From an optimization exercise on the open Yosys and OpenROAD flow, aimed at small area; shortcuts taken in it are not production practice. Function was checked by simulation only, so behaviour that the tests miss may differ from the original.

==> flow/design.v (excerpt) <==
module rgb_to_ycrcb_converter
#(
	parameter DATAIN_WIDTH 	= 32,
	parameter DATAOUT_WIDTH = 32
)
(
	input		clk		,
	input		rst		,
	input      	[DATAIN_WIDTH-1:0]	datain	,
	input             		datain_valid	,
	output	reg		datain_ready			,
	output      	[DATAOUT_WIDTH-1:0]	dataout			,
	output  reg           		dataout_valid ,
	input				dataout_ready
);
	reg [7:0] G0;
	reg [8:0] D1;
	reg [8:0] D2;
	reg [7:0] Y2;
	reg [8:0] Q3;
	reg [8:0] Q4;
	reg v1;
	wire s0;
	rgb_x2 u1 (.a(datain[16]), .b(datain[8]), .y(s0));
	wire c2 = ~datain[16] | datain[8];
	wire s3, c4;
	rgb_fa u5 (.a(~datain[17]), .b(datain[9]), .c(c2), .s(s3), .co(c4));
	wire s6, c7;
	rgb_fa u8 (.a(datain[10]), .b(~datain[18]), .c(c4), .s(s6), .co(c7));
	wire s9, c10;
	rgb_fa u11 (.a(datain[11]), .b(~datain[19]), .c(c7), .s(s9), .co(c10));
	wire s12, c13;
	rgb_fa u14 (.a(datain[12]), .b(~datain[20]), .c(c10), .s(s12), .co(c13));
	wire s15, c16;
	rgb_fa u17 (.a(datain[13]), .b(~datain[21]), .c(c13), .s(s15), .co(c16));
	wire s18, c19;
	rgb_fa u20 (.a(datain[14]), .b(~datain[22]), .c(c16), .s(s18), .co(c19));
	wire s21, c22;
	rgb_fa u23 (.a(datain[15]), .b(~datain[23]), .c(c19), .s(s21), .co(c22));
	wire s24;
	rgb_x2 u25 (.a(datain[16]), .b(datain[24]), .y(s24));
	wire c26 = ~datain[16] | datain[24];
	wire s27, c28;
	rgb_fa u29 (.a(~datain[17]), .b(datain[25]), .c(c26), .s(s27), .co(c28));
	wire s30, c31;
	rgb_fa u32 (.a(~datain[18]), .b(datain[26]), .c(c28), .s(s30), .co(c31));
	wire s33, c34;
	rgb_fa u35 (.a(~datain[19]), .b(datain[27]), .c(c31), .s(s33), .co(c34));
	wire s36, c37;
  ...
export LEC_CHECK = 0
export CAP_MARGIN = 20
export CORE_MARGIN = 2
export CORE_UTILIZATION = 40
export GPL_TIMING_DRIVEN = 0
export SLEW_MARGIN = 20
export SYNTH_HIERARCHICAL = 1
create_clock -name core_clock -period 10.0 [get_ports {clk}]
standard.sh (not shown) runs the stock make flow with config.mk's settings and CLKGATE_MAP_FILE= SYNTH_SCRIPT=/design/flow/synth_recipe.tcl, a recipe that flattens the netlist after the stock synthesis.
==> flow/flow/run.sh <==
#!/bin/bash
set -euo pipefail
export BUFFER_PORTS_ARGS="-buffer_cell sky130_fd_sc_hd__buf_1"
export REMOVE_ABC_BUFFERS=1
export SKIP_REPAIR_TIE_FANOUT=1
export RECOVER_POWER=100
export CTS_ARGS="-sink_clustering_enable -repair_clock_nets -dont_use_dummy_load"
bash standard.sh finish > standard_flow.log 2>&1
The first run finished with timing, DRC and antenna clean.
Change:
==> flow/flow/run.sh (replaced) <==
#!/bin/bash
set -euo pipefail
export BUFFER_PORTS_ARGS="-buffer_cell sky130_fd_sc_hd__buf_1"
export REMOVE_ABC_BUFFERS=1
export SKIP_REPAIR_TIE_FANOUT=1
export RECOVER_POWER=100
export CTS_ARGS="-sink_clustering_enable -repair_clock_nets -dont_use_dummy_load -buf_list sky130_fd_sc_hd__clkbuf_4 -root_buf sky130_fd_sc_hd__clkbuf_8 -sink_clustering_size 10"
bash standard.sh finish > standard_flow.log 2>&1
Effect: The new run completed with no timing, DRC or antenna violations; die area is unchanged; final area stays the same; cell count stays the same; worst setup slack is unchanged; utilization is unchanged; non-clock buffer count does not change; clock skew does not change.
Change:
==> flow/flow/run.sh (replaced) <==
#!/bin/bash
set -euo pipefail
export BUFFER_PORTS_ARGS="-buffer_cell sky130_fd_sc_hd__buf_1"
export REMOVE_ABC_BUFFERS=1
export CTS_ARGS="-sink_clustering_enable -repair_clock_nets -dont_use_dummy_load -sink_clustering_size 30 -sink_clustering_max_diameter 150"
bash standard.sh finish > standard_flow.log 2>&1
Outcome: Sequential share of layout area drops by 0.26 points; critical path depth is unchanged; global-route usage falls by 0.17 points; design area increases by 1.0%; synthesized area does not change; worst setup slack gains 0.0036 ns; clock skew went down by 0.0049 ns; worst hold slack is about the same; non-clock buffer count does not change.

## afterwards: timing with drivers on the ports
In the flow no input, the clock included, has a driving cell. The finished layouts below were timed again as built, in two steps.
Step 1 sets driving cells, clkbuf_16 on the clock port and buf_2 on the other inputs (assumed; they add their load-dependent delay and slew).
Step 2 moves the port delays by t, midway between the first and last clock arrival at a register: inputs arrive t later, outputs are due t later. That takes back most of the time a late clock gives input paths.
a / b / c = no drivers / after step 1 / after step 2; a / b = the first two.
run	t, ns	slack for setup (ns)	clock arrival spread, ns	worst data-port slew with drivers (ns)
the first run	0.328	0.569 / 0.543 / 0.871	0.010 / 0.011	0.03
the second run	0.328	0.569 / 0.543 / 0.871	0.010 / 0.011	0.03
the third run	0.324	0.573 / 0.547 / 0.871	0.006 / 0.006	0.03
After both steps every run listed still meets setup and hold.
